From an optimization exercise on the open Yosys and OpenROAD flow, aimed at small area and a short achievable clock period; shortcuts taken in it are not production practice. At most, simulation tests tie the RTL to the original design; equivalence was not proved. Power figures rest on the tool's default switching activity, not on a simulated workload.

==> inputs of job 5968 <==
Design sparc_exu_alu, start of the top module:
module sparc_exu_alu
(
   alu_byp_rd_data_e, exu_ifu_brpc_e, exu_lsu_ldst_va_e,
   exu_lsu_early_va_e, exu_mmu_early_va_e, alu_ecl_add_n64_e,
   alu_ecl_add_n32_e, alu_ecl_log_n64_e, alu_ecl_log_n32_e,
   alu_ecl_zhigh_e, alu_ecl_zlow_e, exu_ifu_regz_e,
   alu_ecl_adderin2_63_e, alu_ecl_adderin2_31_e,
   alu_ecl_adder_out_63_e, alu_ecl_cout32_e, alu_ecl_cout64_e_l,
   alu_ecl_mem_addr_invalid_e_l,
   cen, rclk, byp_alu_rs1_data_e, byp_alu_rs2_data_e_l,
   byp_alu_rs3_data_e, byp_alu_rcc_data_e, ecl_alu_cin_e,
   ifu_exu_invert_d, ecl_alu_log_sel_and_e, ecl_alu_log_sel_or_e,
   ecl_alu_log_sel_xor_e, ecl_alu_log_sel_move_e,
   ecl_alu_out_sel_sum_e_l, ecl_alu_out_sel_rs3_e_l,
   ecl_alu_out_sel_shift_e_l, ecl_alu_out_sel_logic_e_l,
   shft_alu_shift_out_e, ecl_alu_sethi_inst_e, ifu_lsu_casa_e
   );
export LEC_CHECK = 0
export ABC_AREA = 1
export CAP_MARGIN = 20
export CORE_MARGIN = 2
export CORE_UTILIZATION = 40
export SETUP_SLACK_MARGIN = 3.0
export SLEW_MARGIN = 20
create_clock -name core_clock -period 9.0 [get_ports {rclk}]
standard.sh (not shown) runs the stock make flow with config.mk's settings and CLKGATE_MAP_FILE= SYNTH_SCRIPT=/design/flow/synth_recipe.tcl, a recipe that flattens the netlist after the stock synthesis.
==> flow/flow/run.sh <==
#!/bin/bash
# The standard layout (standard.sh), with the smallest buffer (buf_1) on
# every port and these extra ORFS settings: 
set -euo pipefail
export BUFFER_PORTS_ARGS="-buffer_cell sky130_fd_sc_hd__buf_1"
bash standard.sh  finish > standard_flow.log 2>&1
==> job 3326 (differences from job 5968) <==
Settings changed: CORE_UTILIZATION 40 to 60, SETUP_SLACK_MARGIN 3.0 to 3.3.
==> job 9366 (differences from job 5968) <==
Settings changed: SETUP_SLACK_MARGIN 3.0 to 3.7.
==> qor summary <==
                                                                job 5968    job 9366        job 3326
Num Clock Sinks                                                       65          65               -
Part of the power in the clock network                             20.3%       19.3%               -
Layout filler cell count                                           2,989       2,891               -
Number of hold-slack violations in the final timing report             0           0               -
CTS buffer count                                                       9           9               -
Total global-route track usage                                     32.0%       33.0%               -
First DRT Iteration DRCs                                           1,127       1,440               -
Crit path time final                                             5.85 ns     5.67 ns               -
Met2 Wirelength                                                  25.0 mm     25.6 mm               -
Master of the slowest instance on the critical path                 ha_1    a211oi_2               -
Result of the run                       no timing/DRC/antenna violations  no timing/DRC/antenna violations  did not finish
Last stage reached                                                     -           -   3_2_place_iop
Width of the die                                                  173 um      173 um          142 um
Maximum number of pins on one net before global-route repair          75          72               -
Highest ir drop seen on vdd                                      86.0 uV     80.1 uV               -
RSZ-0062 raised after global routing                                  no         yes               -
Power Internal                                                   1030 uW     1130 uW               -
NonClk Buf Share                                                   15.7%       19.1%               -
Clock network power                                               383 uW      394 uW               -
Buffers & Inverters on Critical Path                                   4           4               -
Total leakage power                                           0.00618 uW  0.00686 uW               -
No run of this note included a check of the RTL's function; only the layout flow was run.

========
==> inputs of run a <==
Another version of the RTL of sparc_exu_alu (not shown whole).
export LEC_CHECK = 0
export CAP_MARGIN = 20
export CORE_MARGIN = 2
export CORE_UTILIZATION = 40
export CTS_BUF_LIST = sky130_fd_sc_hd__clkbuf_8
export CTS_CLUSTER_DIAMETER = 100
export CTS_CLUSTER_SIZE = 30
export SETUP_SLACK_MARGIN = 3.0
export SLEW_MARGIN = 20
export SYNTH_HIERARCHICAL = 1
export TNS_END_PERCENT = 0
create_clock -name core_clock -period 9.0 [get_ports {rclk}]
==> flow/flow/run.sh <==
#!/bin/bash
# The standard layout (standard.sh) with two changes:
#  - the smallest buffer (buf_1) on every port;
#  - synthesis maps with ABC script flow/abc.script (in a copy of ORFS's
#    scripts folder, where it replaces abc_speed.script).
# Extra ORFS settings: 'CTS_ARGS=-sink_clustering_enable -repair_clock_nets -sink_clustering_size 30 -sink_clustering_max_diameter 100 -buf_list sky130_fd_sc_hd__clkbuf_8 -dont_use_dummy_load'
# Each ORFS step writes its full log under orfs/logs/; make's output goes to
# standard_flow.log.
set -euo pipefail
rm -rf scripts_abc
cp -r "$FLOW_HOME/scripts" scripts_abc
cp flow/abc.script scripts_abc/abc_speed.script
export BUFFER_PORTS_ARGS="-buffer_cell sky130_fd_sc_hd__buf_1"
bash standard.sh SCRIPTS_DIR="$PWD/scripts_abc" 'CTS_ARGS=-sink_clustering_enable -repair_clock_nets -sink_clustering_size 30 -sink_clustering_max_diameter 100 -buf_list sky130_fd_sc_hd__clkbuf_8 -dont_use_dummy_load' finish > standard_flow.log 2>&1
==> flow/flow/abc.script <==
&get -n
&st
&syn2
&dch -f
&nf -p -R 10
&put
topo
stime -c
dnsize -c
==> run b: changes against run a <==
CORE_UTILIZATION = 47   (was 40)
SETUP_SLACK_MARGIN = 2.85   (was 3.0)
TNS_END_PERCENT = default   (was 0)
==> metrics.md <==
| Metric | Value |
|---|---|
| Last stage | `3_2_place_iop` |
| Outcome | `aborted with a tool error` |
| Initial core utilization | `between 40% and 50%` |
| First error | `[ERROR PPL-0024] Number of IO pins (523) exceeds maximum number of available positions (508). Increase the die perimeter from 570.70um to 711.28um.` |
| Die X | `between 100 and 150 µm` |
| Site row count | `50` |
The numbers above come from run b.

==> metrics.md <==
| Metric | Value |
|---|---|
| Num CTS Buffers | `9` |
| Site row count | `55` |
| Initial core utilization | `around two fifths` |
| Multi-input gate share of the layout cell area | `roughly three fifths` |
| Wire per inst | `23.6 µm` |
| GR met3 Demand/Resource | `under 10%` |
| Die X | `between 150 and 200 µm` |
| Outcome | `complete, no violations` |
The numbers above come from run a.

## separate check: timing with driven ports
No port has a modelled driver above. Below, the same layouts with a new extraction and two added sets of constraints. Step 1 assumes that a clkbuf_16 drives the clock port and a buf_2 every other input. Step 2, shift: input delay + t, output delay - t, t = (earliest + latest rising clock arrival at the registers) / 2. This alone moves slack from input paths to output paths. Slacks: no drivers / after step 1 / after step 2; pairs: no drivers / after step 1.
run	shift t [ns]	slack for setup (ns)	hold WS [ns]	latest minus earliest clock arrival (ns)
job 5968	0.384	3.151 / 3.120 / 3.120	1.290 / 1.290 / 1.290	0.014 / 0.015
job 9366	0.386	3.326 / 3.286 / 3.059	1.202 / 1.202 / 1.202	0.013 / 0.014
run a	0.408	3.002 / 2.966 / 2.966	1.230 / 1.230 / 1.230	0.013 / 0.013
After both steps every run listed still meets setup and hold. For job 9366, which loses most, drivers alone change the setup slack by -0.040 ns; drivers and shift together by -0.267 ns.
